From an optimization exercise on the open Yosys and OpenROAD flow, aimed at small area, a short achievable clock period and few clock cycles per item; shortcuts taken in it are not production practice. In this exercise RTL edits were held to simulation tests only and were not proved equivalent to the original.

`flow/flow/run.sh`:
```
#!/bin/bash
set -o pipefail
export BUFFER_PORTS_ARGS="-buffer_cell sky130_fd_sc_hd__buf_2"
export SYNTH_ARGS="-noabc"
plat=$(make -s -C "$FLOW_HOME" DESIGN_CONFIG="$PWD/config.mk" WORK_HOME="$PWD/orfs" print-DONT_USE_CELLS 2>print_dont_use.log | sed -n 's/^DONT_USE_CELLS: //p')
if [ -z "$plat" ]; then echo "could not read the platform's DONT_USE_CELLS" >&2; exit 1; fi
dont_use="$plat sky130_fd_sc_hd__ha_1 sky130_fd_sc_hd__ha_2 sky130_fd_sc_hd__ha_4"
echo "DONT_USE_CELLS=$dont_use" > dont_use.txt
bash standard.sh "DONT_USE_CELLS=$dont_use" finish > standard.log 2>&1
status=$?
tail -20 standard.log
exit $status
```
`flow/standard.sh`:
```
#!/bin/bash
# synth_recipe.tcl (not shown) runs the flow's synth.tcl, then flattens the netlist and writes it again
# the make line also repeats each setting of config.mk as NAME=value (left out here)
make -C /OpenROAD-flow-scripts/flow DESIGN_CONFIG=/design/flow/config.mk WORK_HOME=/design/flow/orfs CLKGATE_MAP_FILE= SYNTH_SCRIPT=/design/flow/synth_recipe.tcl "${@:-finish}"
```
`flow/config.mk`:
```
export PLATFORM = sky130hd
export DESIGN_NAME = rsa_key
export DESIGN_NICKNAME = rsa_key
export VERILOG_FILES = /design/flow/design.v
export SDC_FILE = /design/flow/constraint.sdc
export NUM_CORES = 4
export LEC_CHECK = 0
export ABC_AREA = 1
export CAP_MARGIN = 20
export CORE_MARGIN = 2
export CORE_UTILIZATION = 40
export CTS_CLUSTER_DIAMETER = 80
export CTS_CLUSTER_SIZE = 30
export SLEW_MARGIN = 20
```
`flow/constraint.sdc`:
```
create_clock -name core_clock -period 210.0 [get_ports {clk}]
set_input_delay 42.0000 -clock core_clock [delete_from_list [all_inputs] [get_ports {clk}]]
set_output_delay 42.0000 -clock core_clock [all_outputs]
set_load 0.01 [all_outputs]
```
`flow/design.v`:
```
module rsa_row #(parameter K = 0, parameter W = 12) (
    input  [W-1:0]  R, B,
    input  [11:0]   X, TB,
    input           en,
    output [W-1:0]  RO,
    output [11:0]   XO,
    output          qo
);
    localparam WR = W - K;
    localparam WX = 12 - K;
    wire [WR:0]   c;
    wire [WR-1:0] d;
    wire [WX:0]   cx;
    wire [WX-1:0] sx;
    assign c[0]  = 1'b1;
    assign cx[0] = 1'b0;
    genvar j;
    generate for (j = 0; j < WR; j = j + 1) begin : bt
        wire x = R[K+j];
        wire y = ~B[j];
        assign d[j]   = x ^ y ^ c[j];
        assign c[j+1] = (x & y) | (x & c[j]) | (y & c[j]);
    end endgenerate
    wire q = en & c[WR];
    wire [WX-1:0] tb = TB[WX-1:0] & {WX{q}};
    generate for (j = 0; j < WX; j = j + 1) begin : bx
        wire x = X[K+j];
        wire y = tb[j];
        assign sx[j]   = x ^ y ^ cx[j];
        assign cx[j+1] = (x & y) | (x & cx[j]) | (y & cx[j]);
    end endgenerate
    assign qo = q;
    generate if (K == 0) begin : k0
        assign RO = q ? d : R;
        assign XO = sx;
    end else begin : kn
        assign RO = {q ? d : R[W-1:K], R[K-1:0]};
        assign XO = {sx, X[K-1:0]};
    end endgenerate
endmodule
module rsa_add #(parameter W = 12) (
    input  [W-1:0] a, b,
    input          ci,
    output [W-1:0] s,
    output         co
);
    wire [W:0] c;
    assign c[0] = ci;
    genvar j;
    generate for (j = 0; j < W; j = j + 1) begin : bt
        assign s[j]   = a[j] ^ b[j] ^ c[j];
        assign c[j+1] = (a[j] & b[j]) | (a[j] & c[j]) | (b[j] & c[j]);
    end endgenerate
    assign co = c[W];
endmodule
module rsa_cneg #(parameter W = 12) (
    input  [W-1:0] x,
    input          n,
    output [W-1:0] y
);
    wire [W-1:0] xi = x ^ {W{n}};
    wire [W:0]   c;
    assign c[0] = n;
    genvar j;
    generate for (j = 0; j < W; j = j + 1) begin : bt
        assign y[j]   = xi[j] ^ c[j];
        assign c[j+1] = xi[j] & c[j];
    end endgenerate
endmodule
module rsa_prep (
    input  [5:0]  p, q,
    output [11:0] N, Eu
);
    wire [11:0] acc [0:5];
    assign acc[0] = {6'd0, p & {6{q[0]}}};
    genvar i;
    generate for (i = 1; i < 6; i = i + 1) begin : mr
        wire [6:0] s;
        wire       co;
        rsa_add #(.W(6)) u_a (.a(acc[i-1][i+5:i]), .b(p & {6{q[i]}}), .ci(1'b0), .s(s[5:0]), .co(co));
        assign s[6] = co;
        if (i < 5) begin : lo
            assign acc[i] = {{(5-i){1'b0}}, s, acc[i-1][i-1:0]};
        end else begin : hi
            assign acc[i] = {s[6:0], acc[i-1][4:0]};
        end
    end endgenerate
    assign N = acc[5];
    wire [11:0] np = {6'h3f, ~p};
    wire [11:0] nq;
    rsa_cneg #(.W(12)) u_nq (.x({6'd0, q}), .n(1'b1), .y(nq));
    wire [11:0] cs = N ^ np ^ nq;
    wire [11:0] cc = (N & np) | (N & nq) | (np & nq);
    wire        co2;
    rsa_add #(.W(12)) u_e (.a(cs), .b({cc[10:0], 1'b1}), .ci(1'b1), .s(Eu), .co(co2));
endmodule
module rsa_rrow #(parameter K = 0, parameter W = 12) (
    input  [W-1:0]  R, B,
    input           en,
    output [W-1:0]  RO,
    output          qo
);
    localparam WR = W - K;
    wire [WR:0]   c;
    wire [WR-1:0] d;
    assign c[0] = 1'b1;
    genvar j;
    generate for (j = 0; j < WR; j = j + 1) begin : bt
        wire x = R[K+j];
        wire y = ~B[j];
        assign d[j]   = x ^ y ^ c[j];
        assign c[j+1] = (x & y) | (x & c[j]) | (y & c[j]);
    end endgenerate
    wire q = en & c[WR];
    assign qo = q;
    generate if (K == 0) begin : k0
        assign RO = q ? d : R;
    end else begin : kn
        assign RO = {q ? d : R[W-1:K], R[K-1:0]};
    end endgenerate
endmodule
module rsa_tb4 #(parameter I = 0, parameter TW = 12) (
    input  [TW-1:0] X, TB,
    input           q2, q1, q0,
    output [TW-1:0] XO
);
    localparam WX = TW - 2 * I;
    wire one = q1 ^ q0;
    wire two = (q2 & ~q1 & ~q0) | (~q2 & q1 & q0);
    wire neg = q2;
    wire [WX-1:0] tb  = TB[WX-1:0];
    wire [WX-1:0] tb2;
    wire [WX:0]   c;
    wire [WX-1:0] s;
    generate if (WX > 1) begin : t2
        assign tb2 = {TB[WX-2:0], 1'b0};
    end else begin : t1
        assign tb2 = 1'b0;
    end endgenerate
    wire [WX-1:0] pp  = ((tb & {WX{one}}) | (tb2 & {WX{two}})) ^ {WX{neg}};
    assign c[0] = neg;
    genvar j;
    generate for (j = 0; j < WX; j = j + 1) begin : bt
        wire x = X[2*I+j];
        wire y = pp[j];
        assign s[j]   = x ^ y ^ c[j];
        assign c[j+1] = (x & y) | (x & c[j]) | (y & c[j]);
    end endgenerate
    generate if (I == 0) begin : i0
        assign XO = s;
    end else begin : in
        assign XO = {s, X[2*I-1:0]};
    end endgenerate
endmodule
module rsa_rrowx #(parameter K = 0, parameter W = 12) (
    input  [W-1:0]  R, B,
    input           en,
    output [W-1:0]  RO,
    output          qo
);
    localparam WR = W - K;
    wire [WR:0]   c;
    wire [WR-1:0] t;
    assign c[0] = 1'b1;
    genvar j;
    generate for (j = 0; j < WR; j = j + 1) begin : bt
        wire x = R[K+j];
        wire y = ~B[j];
        assign t[j]   = y ^ c[j];
        assign c[j+1] = (x & y) | (x & c[j]) | (y & c[j]);
    end endgenerate
    wire q = en & c[WR];
    assign qo = q;
    generate if (K == 0) begin : k0
        assign RO = R ^ (t & {WR{q}});
    end else begin : kn
        assign RO = {R[W-1:K] ^ (t & {WR{q}}), R[K-1:0]};
    end endgenerate
endmodule
module rsa_key #(parameter WIDTH = 6) (
    input                    clk,
    input                    rst_n,
    input                    in_valid,
    output                   in_ready,
    input  [WIDTH-1:0]       IN_P,
    input  [WIDTH-1:0]       IN_Q,
    input  [WIDTH*2-1:0]     IN_E,
    output reg               out_valid,
    output reg [WIDTH*2-1:0] OUT_N,
    output reg [WIDTH*2-1:0] OUT_D
);
assign in_ready = 1'b1;
reg v0;
reg [5:0] p0, q0;
reg [11:0] e0;
always @(posedge clk or negedge rst_n)
    if (~rst_n) v0 <= 1'b0; else v0 <= in_valid;
always @(posedge clk) begin p0 <= IN_P; q0 <= IN_Q; e0 <= IN_E; end
wire [11:0] c_N, c_Eu, c_A0, c_B0;
rsa_prep u_prep (.p(p0), .q(q0), .N(c_N), .Eu(c_Eu));
rsa_cneg #(.W(12)) u_na (.x(c_Eu), .n(c_Eu[11]), .y(c_A0));
rsa_cneg #(.W(12)) u_nb (.x(e0), .n(e0[11]), .y(c_B0));
wire        c_sp0 = ~(c_Eu[11] ^ e0[11]);
wire [10:0] c1_Bw = c_B0;
wire [10:0] c2_A;
wire c3_q;
rsa_rrow #(.K(10), .W(11)) u_d0_k10 (.R(c_A0), .B(c1_Bw), .en((|c_B0 & ~|c_B0[11:1])), .RO(c2_A), .qo(c3_q));
wire [10:0] c4_Bw = c_B0;
wire [10:0] c5_A;
wire c6_q;
rsa_rrow #(.K(9), .W(11)) u_d0_k9 (.R(c2_A), .B(c4_Bw), .en((|c_B0 & ~|c_B0[11:2])), .RO(c5_A), .qo(c6_q));
wire [10:0] c7_Bw = c_B0;
wire [10:0] c8_A;
wire c9_q;
rsa_rrow #(.K(8), .W(11)) u_d0_k8 (.R(c5_A), .B(c7_Bw), .en((|c_B0 & ~|c_B0[11:3])), .RO(c8_A), .qo(c9_q));
wire [10:0] c10_Bw = c_B0;
wire [10:0] c11_A;
wire c12_q;
rsa_rrow #(.K(7), .W(11)) u_d0_k7 (.R(c8_A), .B(c10_Bw), .en((|c_B0 & ~|c_B0[11:4])), .RO(c11_A), .qo(c12_q));
wire [10:0] c13_Bw = c_B0;
wire [10:0] c14_A;
wire c15_q;
rsa_rrow #(.K(6), .W(11)) u_d0_k6 (.R(c11_A), .B(c13_Bw), .en((|c_B0 & ~|c_B0[11:5])), .RO(c14_A), .qo(c15_q));
wire [10:0] c16_Bw = c_B0;
wire [10:0] c17_A;
wire c18_q;
rsa_rrow #(.K(5), .W(11)) u_d0_k5 (.R(c14_A), .B(c16_Bw), .en((|c_B0 & ~|c_B0[11:6])), .RO(c17_A), .qo(c18_q));
wire [10:0] c19_Bw = c_B0;
wire [10:0] c20_A;
wire c21_q;
rsa_rrow #(.K(4), .W(11)) u_d0_k4 (.R(c17_A), .B(c19_Bw), .en((|c_B0 & ~|c_B0[11:7])), .RO(c20_A), .qo(c21_q));
wire [10:0] c22_Bw = c_B0;
wire [10:0] c23_A;
wire c24_q;
rsa_rrow #(.K(3), .W(11)) u_d0_k3 (.R(c20_A), .B(c22_Bw), .en((|c_B0 & ~|c_B0[11:8])), .RO(c23_A), .qo(c24_q));
wire [10:0] c25_Bw = c_B0;
wire [10:0] c26_A;
wire c27_q;
rsa_rrow #(.K(2), .W(11)) u_d0_k2 (.R(c23_A), .B(c25_Bw), .en((|c_B0 & ~|c_B0[11:9])), .RO(c26_A), .qo(c27_q));
wire [10:0] c28_Bw = c_B0;
wire [10:0] c29_A;
wire c30_q;
rsa_rrow #(.K(1), .W(11)) u_d0_k1 (.R(c26_A), .B(c28_Bw), .en((|c_B0 & ~|c_B0[11:10])), .RO(c29_A), .qo(c30_q));
wire [10:0] c31_Bw = c_B0;
wire [10:0] c32_A;
wire c33_q;
rsa_rrow #(.K(0), .W(11)) u_d0_k0 (.R(c29_A), .B(c31_Bw), .en((|c_B0 & ~|c_B0[11:11])), .RO(c32_A), .qo(c33_q));
wire [10:0] c34_Q = {c3_q, c6_q, c9_q, c12_q, c15_q, c18_q, c21_q, c24_q, c27_q, c30_q, c33_q};
wire c35_bnz = |c_B0;
wire [11:0] c36_A = c_B0;
wire [10:0] c37_B = c35_bnz ? c32_A[10:0] : 11'd0;
wire [10:0] c38_X = 11'd1;
wire [10:0] c39_TB = c34_Q;
wire c40_par = c35_bnz ? ~1'b0 : 1'b0;
reg v1;
always @(posedge clk or negedge rst_n)
    if (~rst_n) v1 <= 1'b0; else v1 <= v0;
reg [11:0] s1_A;
always @(posedge clk) s1_A <= c36_A;
reg [10:0] s1_B;
always @(posedge clk) s1_B <= c37_B;
reg [10:0] s1_X;
always @(posedge clk) s1_X <= c38_X;
reg [10:0] s1_TB;
always @(posedge clk) s1_TB <= c39_TB;
reg s1_par;
always @(posedge clk) s1_par <= c40_par;
reg s1_sp;
always @(posedge clk) s1_sp <= c_sp0;
reg [11:0] s1_Eu;
always @(posedge clk) s1_Eu <= c_Eu;
reg [11:0] s1_N;
always @(posedge clk) s1_N <= c_N;
wire [11:0] c41_Bw = s1_B;
wire [11:0] c42_A;
wire c43_q;
rsa_rrowx #(.K(11), .W(12)) u_d1_k11 (.R(s1_A), .B(c41_Bw), .en((|s1_B & ~|s1_B[10:1])), .RO(c42_A), .qo(c43_q));
wire [11:0] c44_Bw = s1_B;
wire [11:0] c45_A;
wire c46_q;
rsa_rrowx #(.K(10), .W(12)) u_d1_k10 (.R(c42_A), .B(c44_Bw), .en((|s1_B & ~|s1_B[10:2])), .RO(c45_A), .qo(c46_q));
wire [11:0] c47_Bw = s1_B;
wire [11:0] c48_A;
wire c49_q;
rsa_rrowx #(.K(9), .W(12)) u_d1_k9 (.R(c45_A), .B(c47_Bw), .en((|s1_B & ~|s1_B[10:3])), .RO(c48_A), .qo(c49_q));
wire [10:0] c50_X;
rsa_tb4 #(.I(5), .TW(11)) u_t1_i5 (.X(s1_X), .TB(s1_TB), .q2(c43_q), .q1(c46_q), .q0(c49_q), .XO(c50_X));
wire [11:0] c51_Bw = s1_B;
wire [11:0] c52_A;
wire c53_q;
rsa_rrowx #(.K(8), .W(12)) u_d1_k8 (.R(c48_A), .B(c51_Bw), .en((|s1_B & ~|s1_B[10:4])), .RO(c52_A), .qo(c53_q));
wire [11:0] c54_Bw = s1_B;
wire [11:0] c55_A;
wire c56_q;
rsa_rrowx #(.K(7), .W(12)) u_d1_k7 (.R(c52_A), .B(c54_Bw), .en((|s1_B & ~|s1_B[10:5])), .RO(c55_A), .qo(c56_q));
wire [10:0] c57_X;
rsa_tb4 #(.I(4), .TW(11)) u_t1_i4 (.X(c50_X), .TB(s1_TB), .q2(c49_q), .q1(c53_q), .q0(c56_q), .XO(c57_X));
wire [11:0] c58_Bw = s1_B;
wire [11:0] c59_A;
wire c60_q;
rsa_rrowx #(.K(6), .W(12)) u_d1_k6 (.R(c55_A), .B(c58_Bw), .en((|s1_B & ~|s1_B[10:6])), .RO(c59_A), .qo(c60_q));
wire [11:0] c61_Bw = s1_B;
wire [11:0] c62_A;
wire c63_q;
rsa_rrowx #(.K(5), .W(12)) u_d1_k5 (.R(c59_A), .B(c61_Bw), .en((|s1_B & ~|s1_B[10:7])), .RO(c62_A), .qo(c63_q));
wire [10:0] c64_X;
rsa_tb4 #(.I(3), .TW(11)) u_t1_i3 (.X(c57_X), .TB(s1_TB), .q2(c56_q), .q1(c60_q), .q0(c63_q), .XO(c64_X));
wire [11:0] c65_Bw = s1_B;
wire [11:0] c66_A;
wire c67_q;
rsa_rrowx #(.K(4), .W(12)) u_d1_k4 (.R(c62_A), .B(c65_Bw), .en((|s1_B & ~|s1_B[10:8])), .RO(c66_A), .qo(c67_q));
wire [11:0] c68_Bw = s1_B;
wire [11:0] c69_A;
wire c70_q;
rsa_rrowx #(.K(3), .W(12)) u_d1_k3 (.R(c66_A), .B(c68_Bw), .en((|s1_B & ~|s1_B[10:9])), .RO(c69_A), .qo(c70_q));
wire [10:0] c71_X;
rsa_tb4 #(.I(2), .TW(11)) u_t1_i2 (.X(c64_X), .TB(s1_TB), .q2(c63_q), .q1(c67_q), .q0(c70_q), .XO(c71_X));
wire [11:0] c72_Bw = s1_B;
wire [11:0] c73_A;
wire c74_q;
rsa_rrowx #(.K(2), .W(12)) u_d1_k2 (.R(c69_A), .B(c72_Bw), .en((|s1_B & ~|s1_B[10:10])), .RO(c73_A), .qo(c74_q));
wire [11:0] c75_Bw = s1_B;
wire [11:0] c76_A;
wire c77_q;
rsa_rrowx #(.K(1), .W(12)) u_d1_k1 (.R(c73_A), .B(c75_Bw), .en((|s1_B)), .RO(c76_A), .qo(c77_q));
wire [10:0] c78_X;
rsa_tb4 #(.I(1), .TW(11)) u_t1_i1 (.X(c71_X), .TB(s1_TB), .q2(c70_q), .q1(c74_q), .q0(c77_q), .XO(c78_X));
wire [11:0] c79_Bw = s1_B;
wire [11:0] c80_A;
wire c81_q;
rsa_rrowx #(.K(0), .W(12)) u_d1_k0 (.R(c76_A), .B(c79_Bw), .en((|s1_B)), .RO(c80_A), .qo(c81_q));
wire [10:0] c82_X;
rsa_tb4 #(.I(0), .TW(11)) u_t1_i0 (.X(c78_X), .TB(s1_TB), .q2(c77_q), .q1(c81_q), .q0(1'b0), .XO(c82_X));
wire c83_bnz = |s1_B;
wire [10:0] c84_A = s1_B;
wire [9:0] c85_B = c83_bnz ? c80_A[9:0] : 10'd0;
wire [10:0] c86_X = s1_TB;
wire [10:0] c87_TB = c82_X;
wire c88_par = c83_bnz ? ~s1_par : s1_par;
wire [10:0] c89_Bw = c85_B;
wire [10:0] c90_A;
wire c91_q;
rsa_rrowx #(.K(10), .W(11)) u_d2_k10 (.R(c84_A), .B(c89_Bw), .en((|c85_B & ~|c85_B[9:1])), .RO(c90_A), .qo(c91_q));
wire [10:0] c92_Bw = c85_B;
wire [10:0] c93_A;
wire c94_q;
rsa_rrowx #(.K(9), .W(11)) u_d2_k9 (.R(c90_A), .B(c92_Bw), .en((|c85_B & ~|c85_B[9:2])), .RO(c93_A), .qo(c94_q));
wire [10:0] c95_X;
rsa_tb4 #(.I(5), .TW(11)) u_t2_i5 (.X(c86_X), .TB(c87_TB), .q2(1'b0), .q1(c91_q), .q0(c94_q), .XO(c95_X));
wire [10:0] c96_Bw = c85_B;
wire [10:0] c97_A;
wire c98_q;
rsa_rrowx #(.K(8), .W(11)) u_d2_k8 (.R(c93_A), .B(c96_Bw), .en((|c85_B & ~|c85_B[9:3])), .RO(c97_A), .qo(c98_q));
wire [10:0] c99_Bw = c85_B;
wire [10:0] c100_A;
wire c101_q;
rsa_rrowx #(.K(7), .W(11)) u_d2_k7 (.R(c97_A), .B(c99_Bw), .en((|c85_B & ~|c85_B[9:4])), .RO(c100_A), .qo(c101_q));
wire [10:0] c102_X;
rsa_tb4 #(.I(4), .TW(11)) u_t2_i4 (.X(c95_X), .TB(c87_TB), .q2(c94_q), .q1(c98_q), .q0(c101_q), .XO(c102_X));
wire [10:0] c103_Bw = c85_B;
wire [10:0] c104_A;
wire c105_q;
rsa_rrowx #(.K(6), .W(11)) u_d2_k6 (.R(c100_A), .B(c103_Bw), .en((|c85_B & ~|c85_B[9:5])), .RO(c104_A), .qo(c105_q));
wire [10:0] c106_Bw = c85_B;
wire [10:0] c107_A;
wire c108_q;
rsa_rrowx #(.K(5), .W(11)) u_d2_k5 (.R(c104_A), .B(c106_Bw), .en((|c85_B & ~|c85_B[9:6])), .RO(c107_A), .qo(c108_q));
wire [10:0] c109_X;
rsa_tb4 #(.I(3), .TW(11)) u_t2_i3 (.X(c102_X), .TB(c87_TB), .q2(c101_q), .q1(c105_q), .q0(c108_q), .XO(c109_X));
wire [10:0] c110_Bw = c85_B;
wire [10:0] c111_A;
wire c112_q;
rsa_rrowx #(.K(4), .W(11)) u_d2_k4 (.R(c107_A), .B(c110_Bw), .en((|c85_B & ~|c85_B[9:7])), .RO(c111_A), .qo(c112_q));
wire [10:0] c113_Bw = c85_B;
wire [10:0] c114_A;
wire c115_q;
rsa_rrowx #(.K(3), .W(11)) u_d2_k3 (.R(c111_A), .B(c113_Bw), .en((|c85_B & ~|c85_B[9:8])), .RO(c114_A), .qo(c115_q));
wire [10:0] c116_X;
rsa_tb4 #(.I(2), .TW(11)) u_t2_i2 (.X(c109_X), .TB(c87_TB), .q2(c108_q), .q1(c112_q), .q0(c115_q), .XO(c116_X));
wire [10:0] c117_Bw = c85_B;
wire [10:0] c118_A;
wire c119_q;
rsa_rrowx #(.K(2), .W(11)) u_d2_k2 (.R(c114_A), .B(c117_Bw), .en((|c85_B & ~|c85_B[9:9])), .RO(c118_A), .qo(c119_q));
wire [10:0] c120_Bw = c85_B;
wire [10:0] c121_A;
wire c122_q;
rsa_rrowx #(.K(1), .W(11)) u_d2_k1 (.R(c118_A), .B(c120_Bw), .en((|c85_B)), .RO(c121_A), .qo(c122_q));
wire [10:0] c123_X;
rsa_tb4 #(.I(1), .TW(11)) u_t2_i1 (.X(c116_X), .TB(c87_TB), .q2(c115_q), .q1(c119_q), .q0(c122_q), .XO(c123_X));
wire [10:0] c124_Bw = c85_B;
wire [10:0] c125_A;
wire c126_q;
rsa_rrowx #(.K(0), .W(11)) u_d2_k0 (.R(c121_A), .B(c124_Bw), .en((|c85_B)), .RO(c125_A), .qo(c126_q));
wire [10:0] c127_X;
rsa_tb4 #(.I(0), .TW(11)) u_t2_i0 (.X(c123_X), .TB(c87_TB), .q2(c122_q), .q1(c126_q), .q0(1'b0), .XO(c127_X));
wire c128_bnz = |c85_B;
wire [9:0] c129_A = c85_B;
wire [9:0] c130_B = c128_bnz ? c125_A[9:0] : 10'd0;
wire [10:0] c131_X = c87_TB;
wire [10:0] c132_TB = c127_X;
wire c133_par = c128_bnz ? ~c88_par : c88_par;
reg v2;
always @(posedge clk or negedge rst_n)
    if (~rst_n) v2 <= 1'b0; else v2 <= v1;
reg [9:0] s2_A;
always @(posedge clk) s2_A <= c129_A;
reg [9:0] s2_B;
always @(posedge clk) s2_B <= c130_B;
reg [10:0] s2_X;
always @(posedge clk) s2_X <= c131_X;
reg [10:0] s2_TB;
always @(posedge clk) s2_TB <= c132_TB;
reg s2_par;
always @(posedge clk) s2_par <= c133_par;
reg s2_sp;
always @(posedge clk) s2_sp <= s1_sp;
reg [11:0] s2_Eu;
always @(posedge clk) s2_Eu <= s1_Eu;
reg [11:0] s2_N;
always @(posedge clk) s2_N <= s1_N;
wire [9:0] c134_Bw = s2_B;
wire [9:0] c135_A;
wire c136_q;
rsa_rrowx #(.K(9), .W(10)) u_d3_k9 (.R(s2_A), .B(c134_Bw), .en((|s2_B & ~|s2_B[9:1])), .RO(c135_A), .qo(c136_q));
wire [10:0] c137_X;
rsa_tb4 #(.I(5), .TW(11)) u_t3_i5 (.X(s2_X), .TB(s2_TB), .q2(1'b0), .q1(1'b0), .q0(c136_q), .XO(c137_X));
wire [9:0] c138_Bw = s2_B;
wire [9:0] c139_A;
wire c140_q;
rsa_rrowx #(.K(8), .W(10)) u_d3_k8 (.R(c135_A), .B(c138_Bw), .en((|s2_B & ~|s2_B[9:2])), .RO(c139_A), .qo(c140_q));
wire [9:0] c141_Bw = s2_B;
wire [9:0] c142_A;
wire c143_q;
rsa_rrowx #(.K(7), .W(10)) u_d3_k7 (.R(c139_A), .B(c141_Bw), .en((|s2_B & ~|s2_B[9:3])), .RO(c142_A), .qo(c143_q));
wire [10:0] c144_X;
rsa_tb4 #(.I(4), .TW(11)) u_t3_i4 (.X(c137_X), .TB(s2_TB), .q2(c136_q), .q1(c140_q), .q0(c143_q), .XO(c144_X));
wire [9:0] c145_Bw = s2_B;
wire [9:0] c146_A;
wire c147_q;
rsa_rrowx #(.K(6), .W(10)) u_d3_k6 (.R(c142_A), .B(c145_Bw), .en((|s2_B & ~|s2_B[9:4])), .RO(c146_A), .qo(c147_q));
wire [9:0] c148_Bw = s2_B;
wire [9:0] c149_A;
wire c150_q;
rsa_rrowx #(.K(5), .W(10)) u_d3_k5 (.R(c146_A), .B(c148_Bw), .en((|s2_B & ~|s2_B[9:5])), .RO(c149_A), .qo(c150_q));
wire [10:0] c151_X;
rsa_tb4 #(.I(3), .TW(11)) u_t3_i3 (.X(c144_X), .TB(s2_TB), .q2(c143_q), .q1(c147_q), .q0(c150_q), .XO(c151_X));
wire [9:0] c152_Bw = s2_B;
wire [9:0] c153_A;
wire c154_q;
rsa_rrowx #(.K(4), .W(10)) u_d3_k4 (.R(c149_A), .B(c152_Bw), .en((|s2_B & ~|s2_B[9:6])), .RO(c153_A), .qo(c154_q));
wire [9:0] c155_Bw = s2_B;
wire [9:0] c156_A;
wire c157_q;
rsa_rrowx #(.K(3), .W(10)) u_d3_k3 (.R(c153_A), .B(c155_Bw), .en((|s2_B & ~|s2_B[9:7])), .RO(c156_A), .qo(c157_q));
wire [10:0] c158_X;
rsa_tb4 #(.I(2), .TW(11)) u_t3_i2 (.X(c151_X), .TB(s2_TB), .q2(c150_q), .q1(c154_q), .q0(c157_q), .XO(c158_X));
wire [9:0] c159_Bw = s2_B;
wire [9:0] c160_A;
wire c161_q;
rsa_rrowx #(.K(2), .W(10)) u_d3_k2 (.R(c156_A), .B(c159_Bw), .en((|s2_B & ~|s2_B[9:8])), .RO(c160_A), .qo(c161_q));
wire [9:0] c162_Bw = s2_B;
wire [9:0] c163_A;
wire c164_q;
rsa_rrowx #(.K(1), .W(10)) u_d3_k1 (.R(c160_A), .B(c162_Bw), .en((|s2_B & ~|s2_B[9:9])), .RO(c163_A), .qo(c164_q));
wire [10:0] c165_X;
rsa_tb4 #(.I(1), .TW(11)) u_t3_i1 (.X(c158_X), .TB(s2_TB), .q2(c157_q), .q1(c161_q), .q0(c164_q), .XO(c165_X));
wire [9:0] c166_Bw = s2_B;
wire [9:0] c167_A;
wire c168_q;
rsa_rrowx #(.K(0), .W(10)) u_d3_k0 (.R(c163_A), .B(c166_Bw), .en((|s2_B)), .RO(c167_A), .qo(c168_q));
wire [10:0] c169_X;
rsa_tb4 #(.I(0), .TW(11)) u_t3_i0 (.X(c165_X), .TB(s2_TB), .q2(c164_q), .q1(c168_q), .q0(1'b0), .XO(c169_X));
wire c170_bnz = |s2_B;
wire [9:0] c171_A = s2_B;
wire [8:0] c172_B = c170_bnz ? c167_A[8:0] : 9'd0;
wire [10:0] c173_X = s2_TB;
wire [10:0] c174_TB = c169_X;
wire c175_par = c170_bnz ? ~s2_par : s2_par;
wire [9:0] c176_Bw = c172_B;
wire [9:0] c177_A;
wire c178_q;
rsa_rrowx #(.K(9), .W(10)) u_d4_k9 (.R(c171_A), .B(c176_Bw), .en((|c172_B & ~|c172_B[8:1])), .RO(c177_A), .qo(c178_q));
wire [10:0] c179_X;
rsa_tb4 #(.I(5), .TW(11)) u_t4_i5 (.X(c173_X), .TB(c174_TB), .q2(1'b0), .q1(1'b0), .q0(c178_q), .XO(c179_X));
wire [9:0] c180_Bw = c172_B;
wire [9:0] c181_A;
wire c182_q;
rsa_rrowx #(.K(8), .W(10)) u_d4_k8 (.R(c177_A), .B(c180_Bw), .en((|c172_B & ~|c172_B[8:2])), .RO(c181_A), .qo(c182_q));
wire [9:0] c183_Bw = c172_B;
wire [9:0] c184_A;
wire c185_q;
rsa_rrowx #(.K(7), .W(10)) u_d4_k7 (.R(c181_A), .B(c183_Bw), .en((|c172_B & ~|c172_B[8:3])), .RO(c184_A), .qo(c185_q));
wire [10:0] c186_X;
rsa_tb4 #(.I(4), .TW(11)) u_t4_i4 (.X(c179_X), .TB(c174_TB), .q2(c178_q), .q1(c182_q), .q0(c185_q), .XO(c186_X));
wire [9:0] c187_Bw = c172_B;
wire [9:0] c188_A;
wire c189_q;
rsa_rrowx #(.K(6), .W(10)) u_d4_k6 (.R(c184_A), .B(c187_Bw), .en((|c172_B & ~|c172_B[8:4])), .RO(c188_A), .qo(c189_q));
wire [9:0] c190_Bw = c172_B;
wire [9:0] c191_A;
wire c192_q;
rsa_rrowx #(.K(5), .W(10)) u_d4_k5 (.R(c188_A), .B(c190_Bw), .en((|c172_B & ~|c172_B[8:5])), .RO(c191_A), .qo(c192_q));
wire [10:0] c193_X;
rsa_tb4 #(.I(3), .TW(11)) u_t4_i3 (.X(c186_X), .TB(c174_TB), .q2(c185_q), .q1(c189_q), .q0(c192_q), .XO(c193_X));
wire [9:0] c194_Bw = c172_B;
wire [9:0] c195_A;
wire c196_q;
rsa_rrowx #(.K(4), .W(10)) u_d4_k4 (.R(c191_A), .B(c194_Bw), .en((|c172_B & ~|c172_B[8:6])), .RO(c195_A), .qo(c196_q));
wire [9:0] c197_Bw = c172_B;
wire [9:0] c198_A;
wire c199_q;
rsa_rrowx #(.K(3), .W(10)) u_d4_k3 (.R(c195_A), .B(c197_Bw), .en((|c172_B & ~|c172_B[8:7])), .RO(c198_A), .qo(c199_q));
wire [10:0] c200_X;
rsa_tb4 #(.I(2), .TW(11)) u_t4_i2 (.X(c193_X), .TB(c174_TB), .q2(c192_q), .q1(c196_q), .q0(c199_q), .XO(c200_X));
wire [9:0] c201_Bw = c172_B;
wire [9:0] c202_A;
wire c203_q;
rsa_rrowx #(.K(2), .W(10)) u_d4_k2 (.R(c198_A), .B(c201_Bw), .en((|c172_B & ~|c172_B[8:8])), .RO(c202_A), .qo(c203_q));
wire [9:0] c204_Bw = c172_B;
wire [9:0] c205_A;
wire c206_q;
rsa_rrowx #(.K(1), .W(10)) u_d4_k1 (.R(c202_A), .B(c204_Bw), .en((|c172_B)), .RO(c205_A), .qo(c206_q));
wire [10:0] c207_X;
rsa_tb4 #(.I(1), .TW(11)) u_t4_i1 (.X(c200_X), .TB(c174_TB), .q2(c199_q), .q1(c203_q), .q0(c206_q), .XO(c207_X));
wire [9:0] c208_Bw = c172_B;
wire [9:0] c209_A;
wire c210_q;
rsa_rrowx #(.K(0), .W(10)) u_d4_k0 (.R(c205_A), .B(c208_Bw), .en((|c172_B)), .RO(c209_A), .qo(c210_q));
wire [10:0] c211_X;
rsa_tb4 #(.I(0), .TW(11)) u_t4_i0 (.X(c207_X), .TB(c174_TB), .q2(c206_q), .q1(c210_q), .q0(1'b0), .XO(c211_X));
wire c212_bnz = |c172_B;
wire [8:0] c213_A = c172_B;
wire [7:0] c214_B = c212_bnz ? c209_A[7:0] : 8'd0;
wire [10:0] c215_X = c174_TB;
wire [10:0] c216_TB = c211_X;
wire c217_par = c212_bnz ? ~c175_par : c175_par;
wire [8:0] c218_Bw = c214_B;
wire [8:0] c219_A;
wire c220_q;
rsa_rrowx #(.K(8), .W(9)) u_d5_k8 (.R(c213_A), .B(c218_Bw), .en((|c214_B & ~|c214_B[7:1])), .RO(c219_A), .qo(c220_q));
wire [8:0] c221_Bw = c214_B;
wire [8:0] c222_A;
wire c223_q;
rsa_rrowx #(.K(7), .W(9)) u_d5_k7 (.R(c219_A), .B(c221_Bw), .en((|c214_B & ~|c214_B[7:2])), .RO(c222_A), .qo(c223_q));
wire [10:0] c224_X;
rsa_tb4 #(.I(4), .TW(11)) u_t5_i4 (.X(c215_X), .TB(c216_TB), .q2(1'b0), .q1(c220_q), .q0(c223_q), .XO(c224_X));
wire [8:0] c225_Bw = c214_B;
wire [8:0] c226_A;
wire c227_q;
rsa_rrowx #(.K(6), .W(9)) u_d5_k6 (.R(c222_A), .B(c225_Bw), .en((|c214_B & ~|c214_B[7:3])), .RO(c226_A), .qo(c227_q));
wire [8:0] c228_Bw = c214_B;
wire [8:0] c229_A;
wire c230_q;
rsa_rrowx #(.K(5), .W(9)) u_d5_k5 (.R(c226_A), .B(c228_Bw), .en((|c214_B & ~|c214_B[7:4])), .RO(c229_A), .qo(c230_q));
wire [10:0] c231_X;
rsa_tb4 #(.I(3), .TW(11)) u_t5_i3 (.X(c224_X), .TB(c216_TB), .q2(c223_q), .q1(c227_q), .q0(c230_q), .XO(c231_X));
wire [8:0] c232_Bw = c214_B;
wire [8:0] c233_A;
wire c234_q;
rsa_rrowx #(.K(4), .W(9)) u_d5_k4 (.R(c229_A), .B(c232_Bw), .en((|c214_B & ~|c214_B[7:5])), .RO(c233_A), .qo(c234_q));
wire [8:0] c235_Bw = c214_B;
wire [8:0] c236_A;
wire c237_q;
rsa_rrowx #(.K(3), .W(9)) u_d5_k3 (.R(c233_A), .B(c235_Bw), .en((|c214_B & ~|c214_B[7:6])), .RO(c236_A), .qo(c237_q));
wire [10:0] c238_X;
rsa_tb4 #(.I(2), .TW(11)) u_t5_i2 (.X(c231_X), .TB(c216_TB), .q2(c230_q), .q1(c234_q), .q0(c237_q), .XO(c238_X));
wire [8:0] c239_Bw = c214_B;
wire [8:0] c240_A;
wire c241_q;
rsa_rrowx #(.K(2), .W(9)) u_d5_k2 (.R(c236_A), .B(c239_Bw), .en((|c214_B & ~|c214_B[7:7])), .RO(c240_A), .qo(c241_q));
wire [8:0] c242_Bw = c214_B;
wire [8:0] c243_A;
wire c244_q;
rsa_rrowx #(.K(1), .W(9)) u_d5_k1 (.R(c240_A), .B(c242_Bw), .en((|c214_B)), .RO(c243_A), .qo(c244_q));
wire [10:0] c245_X;
rsa_tb4 #(.I(1), .TW(11)) u_t5_i1 (.X(c238_X), .TB(c216_TB), .q2(c237_q), .q1(c241_q), .q0(c244_q), .XO(c245_X));
wire [8:0] c246_Bw = c214_B;
wire [8:0] c247_A;
wire c248_q;
rsa_rrowx #(.K(0), .W(9)) u_d5_k0 (.R(c243_A), .B(c246_Bw), .en((|c214_B)), .RO(c247_A), .qo(c248_q));
wire [10:0] c249_X;
rsa_tb4 #(.I(0), .TW(11)) u_t5_i0 (.X(c245_X), .TB(c216_TB), .q2(c244_q), .q1(c248_q), .q0(1'b0), .XO(c249_X));
wire c250_bnz = |c214_B;
wire [7:0] c251_A = c214_B;
wire [7:0] c252_B = c250_bnz ? c247_A[7:0] : 8'd0;
wire [10:0] c253_X = c216_TB;
wire [10:0] c254_TB = c249_X;
wire c255_par = c250_bnz ? ~c217_par : c217_par;
wire f_z = ~|c252_B;
wire [10:0] f_uw = (f_z & ~c255_par) ? c253_X : c254_TB;
wire [11:0] f_u = f_uw;
wire f_neg = s2_sp & ~(f_z ? c255_par : ~c255_par);
wire [11:0] f_Eu = s2_Eu;
wire f_m = (f_neg & |f_u) | f_u[11];   
wire [11:0] f_df, f_ndf;
wire f_ge;
rsa_add #(.W(12)) u_df (.a(f_u), .b(~f_Eu), .ci(1'b1), .s(f_df), .co(f_ge));
rsa_cneg #(.W(12)) u_nd (.x(f_df), .n(1'b1), .y(f_ndf));
wire f_gt = f_ge & |f_df;
wire [11:0] f_D = f_m ? f_ndf : f_gt ? f_df : f_u;
always @(posedge clk or negedge rst_n)
    if (~rst_n) out_valid <= 1'b0; else out_valid <= v2;
always @(posedge clk) begin OUT_N <= s2_N; OUT_D <= f_D; end
endmodule
```
==> results of run 1 <==
-- registers in the layout, summed over array words and instances, names as in the netlist, 12 cells and up --
register  cells
s1_A         12
OUT_N        12
e0           12
s1_N         12
s2_N         12
s2_Eu        12
OUT_D        12
s1_Eu        12
-- layout by cell type, fill, tap and decap left out, types with 49 or more instances in the layout --
cell     count
xor2_1     337
nand3_2     49
o22ai_1    132
o21ai_0     74
nand2_1   1116
dfxtp_1    176
nor2_1     273
nand4_1     84
nand2_2     69
a21oi_1     67
xnor2_1     58
inv_1      537
buf_2       51
fa_1       243
nand3_1    472
-- cell type report --
class / count / area [um2] / area share (%)
inverter: 636 / 2512 / 8.614
multi-input combinational: 3223 / 20850 / 71.50
clock inverter: 15 / 210.2 / 0.7207
timing repair buffer: 67 / 375.4 / 1.287
tap: 931 / 1165 / 3.994
sequential: 180 / 3623 / 12.42
clock buffer: 17 / 425.4 / 1.459
-- metal layers --
| metal | share of wire (%) | routed length (um) |
|---|---|---|
| met1 | 47 | 35030 |
| met2 | 47 | 34970 |
| met3 | 3.4 | 2547 |
| met4 | 2.3 | 1726 |
| met5 | 0 | 0 |
-- cells by family after synthesis --
kind of cell             share of synthesized area, %
XOR/XNOR                                        12.52
AND/OR/NAND/NOR                                 36.53
flip-flops                                      13.01
buffers and inverters                           12.12
AO/OA/AOI/OAI                                   8.259
multiplexers                                  0.04044
other                                         0.01347
adder cells (fa/ha/maj)                         17.51
-- worst max path at each step --
| stage | end | depth (start not counted) |
|---|---|---|
| floorplan | out_valid | 0 |
| global placement | out_valid | 1 |
| detailed placement | out_valid | 1 |
| CTS | OUT_D[0] | 1 |
| global route | s2_TB[10]$_DFF_P_ | 321 |
| finish | out_valid | 1 |
==> run summary, run 1 <==
Setup Skew=0.01746 ns; Routed WL=74.27 mm; initial drt markers=1598; Avg Cell Area, Syn=6.708 um2; row count=96; worst hold stages=0; Post-DP Area=0.02853 mm2; total congestion overflow=0; Place WS=167.52 ns; vias in the first global route=24300; total of max-cap violations=0; hold slack=0.3229 ns; Crit Path Category=flip-flop to primary output; IO Pins=53; Rel. slew slack=38.04%; Post-synth EDFFs=0; post_cts resized=0; clock root cell=clkbuf_16; syn nets=4421; Async SR Flop Fraction=2.222%; first-pass GRT wire length=122.9 mm; clk sinks=180; Yosys top cell area share=17.47%; fin nets=4395; post-synth top area cell=fa_1; fmax=23.28 MHz; Post-Syn Area=0.02785 mm2; R2R setup slack=167.18 ns; clk slew on worst S/H paths=0.09 ns; via count=25650; initial core utilization=40.53%; area growth from synthesis to layout=4.736%; Critical R2R Capture=OUT_D[2]$_DFF_P_; post-synthesis cell count=4151; CTS H-Tree Depth=4; Hold Fails Final Rpt=0; Core ar.=0.06871 mm2; initial antenna violation count=0; final max-slew violation count=0; most used routing layer=met2; post-route ant nets=0; GPL Wtd Cong=0.8959; M2 GR Usage=35.56%; most frequent cell after synthesis=nand2_1; fin cells=5069; top cells by instance count after synthesis=nand2_1 (1116), inv_1 (537), nand3_1 (472), xor2_1 (337), nor2_1 (273); Final Util=42.45%; slew of the pin with the lowest slew margin=0.9266 ns; Num CTS Buffers=17; CTS tree=yes; post-route clock period utilization=20.46%; HP Class=flip-flop to flip-flop; layout cells sized above 1=9.739%; Port Buffers=51; CTS Hold Bufs=0; met1 usage=28.55%; final instance area=0.02917 mm2; worst r2r src=s2_B[3]$_SDFF_PN0_; path depth of the worst reg2reg path=317; Crit. Startpoint=out_valid$_DFF_PN0_; Die ar.=0.07174 mm2; setup TNS after final layout=0 ns; Max clock buf depth=2; slowest CP cell=dfrtp_1; all-layer global routing usage=21.06%; Crit. End Element=primary output; Top delay family on crit path=flip-flops; crit start category=flip-flop; GR Layer Usage met3=2.025%; Seq cells post-synth=180; top_reg_cell synth=dfxtp_1; clk latency of the worst-skew pair=0.47 ns; outcome=finished clean; vias per inst=5.060; RSZ-0062 raised after global routing=false; Worst EP arrival=0.96 ns; Die W=267.9 um; largest net degree at the start of global routing=36; fill cell count=7308; Synth cell types=73; buffer and inverter count on the worst path=1; worst-path fanout max=1; top post-synthesis cells by area=fa_1 (17%), nand2_1 (15%), dfxtp_1 (13%); Diodes inserted=0; DR DRC count=0; critical-path cell list=buf_2; post-layout min period=42.96 ns; hpwl dp=60.46 mm; Setup WS post-layout=167.04 ns; setup violators final=0; setup bufs post-CTS=0; per-cell routed wire length=14.65 um; hold-critical path endpoint=s2_sp$_DFF_P_; register area share after synthesis=13.01%; hold path startpoint=s1_sp$_DFF_P_; Synthesis Warnings=3; CP peak stage delay=0.37 ns; TritonRoute pass-1 iters=7; Die Y=267.9 um; Placed Cells incl. Taps=5037; Critical Path RT=168.00 ns
Testbench counts, summed over its fixed seeds: cycles 2,432, items 2,400.
==> inputs of run 2 (changes only) <==
--- a/flow/design.v
+++ b/flow/design.v
@@ -252,11 +252,19 @@
 wire [10:0] c38_X = 11'd1;
 wire [10:0] c39_TB = c34_Q;
 wire c40_par = c35_bnz ? ~1'b0 : 1'b0;
+wire [11:0] c41_Bw = c37_B;
+wire [11:0] c42_A;
+wire c43_q;
+rsa_rrowx #(.K(11), .W(12)) u_d1_k11 (.R(c36_A), .B(c41_Bw), .en((|c37_B & ~|c37_B[10:1])), .RO(c42_A), .qo(c43_q));
+wire [11:0] c44_Bw = c37_B;
+wire [11:0] c45_A;
+wire c46_q;
+rsa_rrowx #(.K(10), .W(12)) u_d1_k10 (.R(c42_A), .B(c44_Bw), .en((|c37_B & ~|c37_B[10:2])), .RO(c45_A), .qo(c46_q));
 reg v1;
 always @(posedge clk or negedge rst_n)
     if (~rst_n) v1 <= 1'b0; else v1 <= v0;
 reg [11:0] s1_A;
-always @(posedge clk) s1_A <= c36_A;
+always @(posedge clk) s1_A <= c45_A;
 reg [10:0] s1_B;
 always @(posedge clk) s1_B <= c37_B;
 reg [10:0] s1_X;
@@ -271,20 +279,16 @@
 always @(posedge clk) s1_Eu <= c_Eu;
 reg [11:0] s1_N;
 always @(posedge clk) s1_N <= c_N;
-wire [11:0] c41_Bw = s1_B;
-wire [11:0] c42_A;
-wire c43_q;
-rsa_rrowx #(.K(11), .W(12)) u_d1_k11 (.R(s1_A), .B(c41_Bw), .en((|s1_B & ~|s1_B[10:1])), .RO(c42_A), .qo(c43_q));
-wire [11:0] c44_Bw = s1_B;
-wire [11:0] c45_A;
-wire c46_q;
-rsa_rrowx #(.K(10), .W(12)) u_d1_k10 (.R(c42_A), .B(c44_Bw), .en((|s1_B & ~|s1_B[10:2])), .RO(c45_A), .qo(c46_q));
+reg s1_q11;
+always @(posedge clk) s1_q11 <= c43_q;
+reg s1_q10;
+always @(posedge clk) s1_q10 <= c46_q;
 wire [11:0] c47_Bw = s1_B;
 wire [11:0] c48_A;
 wire c49_q;
-rsa_rrowx #(.K(9), .W(12)) u_d1_k9 (.R(c45_A), .B(c47_Bw), .en((|s1_B & ~|s1_B[10:3])), .RO(c48_A), .qo(c49_q));
+rsa_rrowx #(.K(9), .W(12)) u_d1_k9 (.R(s1_A), .B(c47_Bw), .en((|s1_B & ~|s1_B[10:3])), .RO(c48_A), .qo(c49_q));
 wire [10:0] c50_X;
-rsa_tb4 #(.I(5), .TW(11)) u_t1_i5 (.X(s1_X), .TB(s1_TB), .q2(c43_q), .q1(c46_q), .q0(c49_q), .XO(c50_X));
+rsa_tb4 #(.I(5), .TW(11)) u_t1_i5 (.X(s1_X), .TB(s1_TB), .q2(s1_q11), .q1(s1_q10), .q0(c49_q), .XO(c50_X));
 wire [11:0] c51_Bw = s1_B;
 wire [11:0] c52_A;
 wire c53_q;
@@ -399,15 +403,21 @@
 wire [10:0] c131_X = c87_TB;
 wire [10:0] c132_TB = c127_X;
 wire c133_par = c128_bnz ? ~c88_par : c88_par;
+wire [9:0] c134_Bw = c130_B;
+wire [9:0] c135_A;
+wire c136_q;
+rsa_rrowx #(.K(9), .W(10)) u_d3_k9 (.R(c129_A), .B(c134_Bw), .en((|c130_B & ~|c130_B[9:1])), .RO(c135_A), .qo(c136_q));
+wire [10:0] c137_X;
+rsa_tb4 #(.I(5), .TW(11)) u_t3_i5 (.X(c131_X), .TB(c132_TB), .q2(1'b0), .q1(1'b0), .q0(c136_q), .XO(c137_X));
 reg v2;
 always @(posedge clk or negedge rst_n)
     if (~rst_n) v2 <= 1'b0; else v2 <= v1;
 reg [9:0] s2_A;
-always @(posedge clk) s2_A <= c129_A;
+always @(posedge clk) s2_A <= c135_A;
 reg [9:0] s2_B;
 always @(posedge clk) s2_B <= c130_B;
 reg [10:0] s2_X;
-always @(posedge clk) s2_X <= c131_X;
+always @(posedge clk) s2_X <= c137_X;
 reg [10:0] s2_TB;
 always @(posedge clk) s2_TB <= c132_TB;
 reg s2_par;
@@ -418,22 +428,18 @@
 always @(posedge clk) s2_Eu <= s1_Eu;
 reg [11:0] s2_N;
 always @(posedge clk) s2_N <= s1_N;
-wire [9:0] c134_Bw = s2_B;
-wire [9:0] c135_A;
-wire c136_q;
-rsa_rrowx #(.K(9), .W(10)) u_d3_k9 (.R(s2_A), .B(c134_Bw), .en((|s2_B & ~|s2_B[9:1])), .RO(c135_A), .qo(c136_q));
-wire [10:0] c137_X;
-rsa_tb4 #(.I(5), .TW(11)) u_t3_i5 (.X(s2_X), .TB(s2_TB), .q2(1'b0), .q1(1'b0), .q0(c136_q), .XO(c137_X));
+reg s2_q9;
+always @(posedge clk) s2_q9 <= c136_q;
 wire [9:0] c138_Bw = s2_B;
 wire [9:0] c139_A;
 wire c140_q;
-rsa_rrowx #(.K(8), .W(10)) u_d3_k8 (.R(c135_A), .B(c138_Bw), .en((|s2_B & ~|s2_B[9:2])), .RO(c139_A), .qo(c140_q));
+rsa_rrowx #(.K(8), .W(10)) u_d3_k8 (.R(s2_A), .B(c138_Bw), .en((|s2_B & ~|s2_B[9:2])), .RO(c139_A), .qo(c140_q));
 wire [9:0] c141_Bw = s2_B;
 wire [9:0] c142_A;
 wire c143_q;
 rsa_rrowx #(.K(7), .W(10)) u_d3_k7 (.R(c139_A), .B(c141_Bw), .en((|s2_B & ~|s2_B[9:3])), .RO(c142_A), .qo(c143_q));
 wire [10:0] c144_X;
-rsa_tb4 #(.I(4), .TW(11)) u_t3_i4 (.X(c137_X), .TB(s2_TB), .q2(c136_q), .q1(c140_q), .q0(c143_q), .XO(c144_X));
+rsa_tb4 #(.I(4), .TW(11)) u_t3_i4 (.X(s2_X), .TB(s2_TB), .q2(s2_q9), .q1(c140_q), .q0(c143_q), .XO(c144_X));
 wire [9:0] c145_Bw = s2_B;
 wire [9:0] c146_A;
 wire c147_q;
==> run summary, run 2 <==
outcome=finished clean (unchanged); first-pass GRT wire length=121.6 mm (was 122.9 mm); post-layout min period=42.95 ns (was 42.96 ns); Die ar.=0.07232 mm2 (was 0.07174 mm2); initial core utilization=40.23% (was 40.53%); Port Buffers=51 (unchanged); Diodes inserted=0 (unchanged); initial drt markers=1768 (was 1598); Max clock buf depth=2 (unchanged); Place WS=167.53 ns (was 167.52 ns); CP peak stage delay=0.36 ns (was 0.37 ns); worst-path fanout max=1 (unchanged); top post-synthesis cells by area=fa_1 (17%), nand2_1 (15%), dfxtp_1 (13%) (unchanged); row count=97 (was 96); crit start category=flip-flop (unchanged); fmax=23.28 MHz (about the same); final max-slew violation count=0 (unchanged); post-route ant nets=0 (unchanged); clk slew on worst S/H paths=0.08 ns (was 0.09 ns); syn nets=4415 (was 4421); Setup Skew=0.01131 ns (was 0.01746 ns); layout cells sized above 1=9.797% (was 9.739%); Core ar.=0.06979 mm2 (was 0.06871 mm2); largest net degree at the start of global routing=32 (was 36); Die W=268.9 um (was 267.9 um); per-cell routed wire length=14.32 um (was 14.65 um); Critical Path RT=168.00 ns (about the same); Setup WS post-layout=167.05 ns (was 167.04 ns); slowest CP cell=dfrtp_1 (unchanged); fill cell count=7426 (was 7308); post-route clock period utilization=20.45% (was 20.46%); Post-synth EDFFs=0 (unchanged); RSZ-0062 raised after global routing=false (unchanged); all-layer global routing usage=20.55% (was 21.06%); clock root cell=clkbuf_16 (unchanged); register area share after synthesis=13.05% (was 13.01%); fin cells=5074 (was 5069); hpwl dp=59.29 mm (was 60.46 mm); DR DRC count=0 (unchanged); hold slack=0.3276 ns (was 0.3229 ns); setup violators final=0 (unchanged); most frequent cell after synthesis=nand2_1 (unchanged); Synth cell types=74 (was 73); Post-DP Area=0.02876 mm2 (was 0.02853 mm2); total congestion overflow=0 (unchanged); Final Util=42.09% (was 42.45%); top_reg_cell synth=dfxtp_1 (unchanged); final instance area=0.02937 mm2 (was 0.02917 mm2); HP Class=flip-flop to flip-flop (unchanged); slew of the pin with the lowest slew margin=0.9976 ns (was 0.9266 ns); commonest non-fill, non-tap cells in the layout=nand2_1 (1129), inv_1 (509), nand3_1 (497), xor2_1 (339), nor2_1 (254) (was nand2_1 (1116), inv_1 (537), nand3_1 (472), xor2_1 (337), nor2_1 (273)); post-synth top area cell=fa_1 (unchanged); Crit Path Category=flip-flop to primary output (unchanged); clk sinks=182 (was 180); setup bufs post-CTS=0 (unchanged); Async SR Flop Fraction=2.198% (was 2.222%); Worst EP arrival=0.95 ns (was 0.96 ns); Die Y=268.9 um (was 267.9 um); top cells by instance count after synthesis=nand2_1 (1129), inv_1 (509), nand3_1 (497), xor2_1 (340), nor2_1 (255) (was nand2_1 (1116), inv_1 (537), nand3_1 (472), xor2_1 (337), nor2_1 (273)); Yosys top cell area share=17.33% (was 17.47%); CTS H-Tree Depth=4 (unchanged); Routed WL=72.68 mm (was 74.27 mm); GPL Wtd Cong=0.8707 (was 0.8959); total of max-cap violations=0 (unchanged); Num CTS Buffers=17 (unchanged); Avg Cell Area, Syn=6.773 um2 (was 6.708 um2); CTS Hold Bufs=0 (unchanged); Placed Cells incl. Taps=5042 (was 5037); post_cts resized=0 (unchanged); Synthesis Warnings=3 (unchanged); CTS tree=yes (unchanged); Seq cells post-synth=182 (was 180); area growth from synthesis to layout=4.631% (was 4.736%); vias in the first global route=23980 (was 24300); Hold Fails Final Rpt=0 (unchanged); vias per inst=5.028 (was 5.060); critical-path cell list=buf_2 (unchanged); most common cell after layout, fill and taps aside=nand2_1 (unchanged); IO Pins=53 (unchanged); TritonRoute pass-1 iters=5 (was 7); post-synthesis cell count=4145 (was 4151); Rel. slew slack=32.98% (was 38.04%); buffer and inverter count on the worst path=1 (unchanged); clk latency of the worst-skew pair=0.46 ns (was 0.47 ns); via count=25510 (was 25650); Top delay family on crit path=flip-flops (unchanged); Post-Syn Area=0.02807 mm2 (was 0.02785 mm2); fin nets=4391 (was 4395); Crit. End Element=primary output (unchanged); initial antenna violation count=0 (unchanged); setup TNS after final layout=0 ns (unchanged)
==> run 2: cell count changes after synthesis, sizes merged, moves of 15 or more <==
cell   previous run  this run
o22ai           132        84
nand3           524       539
a22o              0        41
nand2          1203      1224
nor2            293       276
inv             606       579
==> run 2: cells by family after synthesis <==
logic type,share of synthesized area (%)
other,0.01336
muxes,0.08022
adders and majority gates,17.33
and+or+nand+nor,36.66
xor gates and xnor gates,12.60
DFF,13.05
buffers and inverters,12.05
AOI/OAI and AO/OA,8.214
==> run 2: cell type report <==
cell class	count	area [um2]	area share (%)
clock buffers	18	429.2	1.461
clock inverters	14	187.7	0.6389
inverters	606	2482	8.451
multi-input cells	3244	21040	71.62
flip-flops and latches	182	3664	12.47
well taps	940	1176	4.004
repair buffers	70	397.9	1.355
==> run 2: layer usage <==
metal | GRT usage (%) | vias up | routed length (um)
met5 | 0 | - | 0
met1 | 28.17 | 11930 | 34700
met2 | 34.75 | 407 | 34440
met3 | 1.708 | 79 | 2046
met4 | 5.465 | 0 | 1496
li1 | - | 13100 | -
==> run 2: final timing paths <==
kind,startpoint,to,slack [ns],depth (start not counted)
hold reg to reg,s1_N[11]$_DFF_P_,s2_N[11]$_DFF_P_,0.33,0
setup reg to reg,p0[0]$_DFF_P_,s1_A[10]$_DFF_P_,167.88,129
min in group asynchronous,rst_n,out_valid$_DFF_PN0_,41.33,1
hold / removal,s1_N[11]$_DFF_P_,s2_N[11]$_DFF_P_,0.33,0
max in group asynchronous,rst_n,v0$_DFF_PN0_,168.55,1
setup / recovery,out_valid$_DFF_PN0_,out_valid,167.05,1
Testbench counts of run 2, summed over its fixed seeds: cycles 2,432, items 2,400.
==> inputs of run 3 (changes only) <==
--- a/flow/config.mk
+++ b/flow/config.mk
@@ -8,7 +8,7 @@
 export ABC_AREA = 1
 export CAP_MARGIN = 20
 export CORE_MARGIN = 2
-export CORE_UTILIZATION = 40
+export CORE_UTILIZATION = 60
 export CTS_CLUSTER_DIAMETER = 80
 export CTS_CLUSTER_SIZE = 30
 export SLEW_MARGIN = 20
==> run summary, run 3 <==
outcome=finished clean (unchanged); Hold Fails Final Rpt=0 (unchanged); CP peak stage delay=0.36 ns (about the same); post-synthesis mux area share=0.08022% (unchanged); post-route clock period utilization=20.45% (about the same); clk sinks=182 (unchanged); Top delay family on crit path=flip-flops (unchanged); Max clock buf depth=2 (unchanged); Synth cell types=74 (unchanged); post-synthesis cell count=4145 (unchanged); Crit. End Element=primary output (unchanged); row count=79 (was 97); clk latency of the worst-skew pair=0.46 ns (about the same); adder-cell share of the synthesized area=17.33% (unchanged); via count=25460 (was 25510); Post-synth EDFFs=0 (unchanged); vias per inst=5.374 (was 5.028); IO Pins=53 (unchanged); final max-slew violation count=0 (unchanged); largest net degree at the start of global routing=32 (unchanged); CP endpoint=out_valid (unchanged); CTS H-Tree Depth=4 (unchanged); Critical R2R Capture=OUT_D[0]$_DFF_P_ (was s1_A[10]$_DFF_P_); Synthesis Warnings=3 (unchanged); fmax=23.29 MHz (was 23.28 MHz); first-pass GRT wire length=117.0 mm (was 121.6 mm); Async SR Flop Fraction=2.198% (unchanged); total congestion overflow=0 (unchanged); Port Buffers=51 (unchanged); slew of the pin with the lowest slew margin=0.9262 ns (was 0.9976 ns); TritonRoute pass-1 iters=6 (was 5); HP Class=flip-flop to flip-flop (unchanged); Critical Path RT=168.00 ns (about the same); DR DRC count=0 (unchanged); area growth from synthesis to layout=3.013% (was 4.631%); post-synth top area cell=fa_1 (unchanged); initial core utilization=60.56% (was 40.23%); vias in the first global route=23680 (was 23980); Core ar.=0.04636 mm2 (was 0.06979 mm2); total of max-cap violations=0 (unchanged); Worst path depth=1 (unchanged); post-route ant nets=0 (unchanged); post-layout min period=42.94 ns (was 42.95 ns); initial drt markers=1763 (was 1768); hold slack=0.3225 ns (was 0.3276 ns); Post-Syn Area=0.02807 mm2 (unchanged); Diodes inserted=0 (unchanged); all-layer global routing usage=29.70% (was 20.55%); Crit Path Category=flip-flop to primary output (unchanged); Worst EP arrival=0.94 ns (was 0.95 ns); buffer and inverter count on the worst path=1 (unchanged); path depth of the worst reg2reg path=312 (was 129); main combinational cell family by area after synthesis=simple AND/OR/NAND/NOR gates (unchanged); top cells by instance count after synthesis=nand2_1 (1129), inv_1 (509), nand3_1 (497), xor2_1 (340), nor2_1 (255) (unchanged); Rel. slew slack=37.78% (was 32.98%); setup TNS after final layout=0 ns (unchanged); setup bufs post-CTS=0 (unchanged); fill cell count=4528 (was 7426); GPL Wtd Cong=0.9081 (was 0.8707); Placed Cells incl. Taps=4707 (was 5042); setup violators final=0 (unchanged); fin cells=4738 (was 5074); Final Util=62.38% (was 42.09%); Die W=220.3 um (was 268.9 um); hpwl dp=56.63 mm (was 59.29 mm); Avg Cell Area, Syn=6.773 um2 (unchanged); top_reg_cell synth=dfxtp_1 (unchanged); hold path startpoint=s1_Eu[4]$_DFF_P_ (was s1_N[11]$_DFF_P_); Die Y=220.3 um (was 268.9 um); layout cells sized above 1=9.756% (was 9.797%); RSZ-0062 raised after global routing=false (unchanged); CTS Hold Bufs=0 (unchanged); critical-path cell list=buf_2 (unchanged); area fraction in compound gates after synthesis=8.214% (unchanged); CTS tree=yes (unchanged); clk slew on worst S/H paths=0.07 ns (was 0.08 ns); commonest non-fill, non-tap cells in the layout=nand2_1 (1129), inv_1 (509), nand3_1 (497), xor2_1 (339), nor2_1 (254) (unchanged); Die ar.=0.04853 mm2 (was 0.07232 mm2); worst r2r src=s2_B[0]$_DFF_P_ (was p0[0]$_DFF_P_); most frequent cell after synthesis=nand2_1 (unchanged); R2R setup slack=168.06 ns (was 167.88 ns); initial antenna violation count=0 (unchanged); top post-synthesis cells by area=fa_1 (17%), nand2_1 (15%), dfxtp_1 (13%) (unchanged); register area share after synthesis=13.05% (unchanged); worst-path fanout max=1 (unchanged); fin nets=4389 (was 4391); Setup Skew=0.01189 ns (was 0.01131 ns); Routed WL=70.11 mm (was 72.68 mm); syn nets=4415 (unchanged); Yosys top cell area share=17.33% (unchanged); Synth Area in Simple Gates=36.66% (unchanged); clock root cell=clkbuf_16 (unchanged); crit start category=flip-flop (unchanged); slowest CP cell=dfrtp_1 (unchanged); Num CTS Buffers=17 (unchanged); Seq cells post-synth=182 (unchanged); per-cell routed wire length=14.80 um (was 14.32 um); Post-Synth XOR/XNOR Area=12.60% (unchanged); Crit. Startpoint=out_valid$_DFF_PN0_ (unchanged); most common cell after layout, fill and taps aside=nand2_1 (unchanged); post_cts resized=0 (unchanged)
==> run 3: cell types whose count changed in the layout (fill, tap and decap cells not counted), sizes merged <==
cell      change
bufinv        -1
buf           -2
clkinv        -1
clkinvlp      +1
==> run 3: cells by family after synthesis <==
group,count (synthesis)
adders and majority gates,243
DFF,182
and+or+nand+nor,2240
buffers and inverters,719
AOI/OAI and AO/OA,355
other,1
muxes,2
xor gates and xnor gates,403
==> run 3: cell type report <==
class / instances / area [um2] / share of cell area, %
clock buffer: 18 / 439.2 / 1.519
sequential: 182 / 3664 / 12.67
tap: 607 / 759.5 / 2.626
multi-input combinational: 3244 / 21040 / 72.74
timing repair buffer: 68 / 382.9 / 1.324
clock inverter: 13 / 155.1 / 0.5365
inverter: 606 / 2482 / 8.584
==> run 3: worst min-delay path by stage <==
stage	endpoint	slack [ns]	depth (start not counted)
after detailed placement	s2_Eu[0]$_DFF_P_	0.31	0
after global placement	s2_Eu[2]$_DFF_P_	0.31	0
after floorplan	OUT_N[0]$_DFF_P_	0.31	0
after CTS	s2_Eu[4]$_DFF_P_	0.33	0
after global routing	s2_Eu[2]$_DFF_P_	0.33	0
final	s2_Eu[4]$_DFF_P_	0.32	0
==> run 3: routing by layer <==
metal	vias up	part of all wire (%)	GRT usage [%]
met2	503	48	51.13
met4	0	2.5	8.837
met3	107	3.4	2.859
met5	-	0	0
li1	13080	-	-
met1	11770	46	39.57
==> run 3: per-stage QoR <==
stage | cell area [um2] | worst slack, ns
finish | 28920 | 167.06
CTS | 28920 | 167.04
floorplan | 28070 | 167.62
global placement | 28320 | 167.54
detailed placement | 28320 | 167.54
global route | 28920 | 162.91

## re-timing with driven ports
How much do the figures lean on ideal ports? The routed layouts below were timed once more, with nothing changed but the port constraints.
Step 1, drivers: a clkbuf_16 drives clk and a buf_2 each remaining input, both assumed.
Step 2 moves the port delays by t, midway between the first and last clock arrival at a register: inputs arrive t later, outputs are due t later. That takes back most of the time a late clock gives input paths.
Three values: ideal, step 1, step 2; two values: the first two.
run | t, ns | setup WS [ns] | worst setup path at the end | slew at the worst register clock pin (ns)
run 1 | 0.512 | 167.040 / 166.986 / 167.184 | register to register | 0.09 / 0.09
run 2 | 0.504 | 167.049 / 166.997 / 167.501 | register to output | 0.08 / 0.08
run 3 | 0.508 | 167.058 / 167.004 / 167.512 | register to output | 0.08 / 0.08
After both steps every run listed still meets setup and hold.
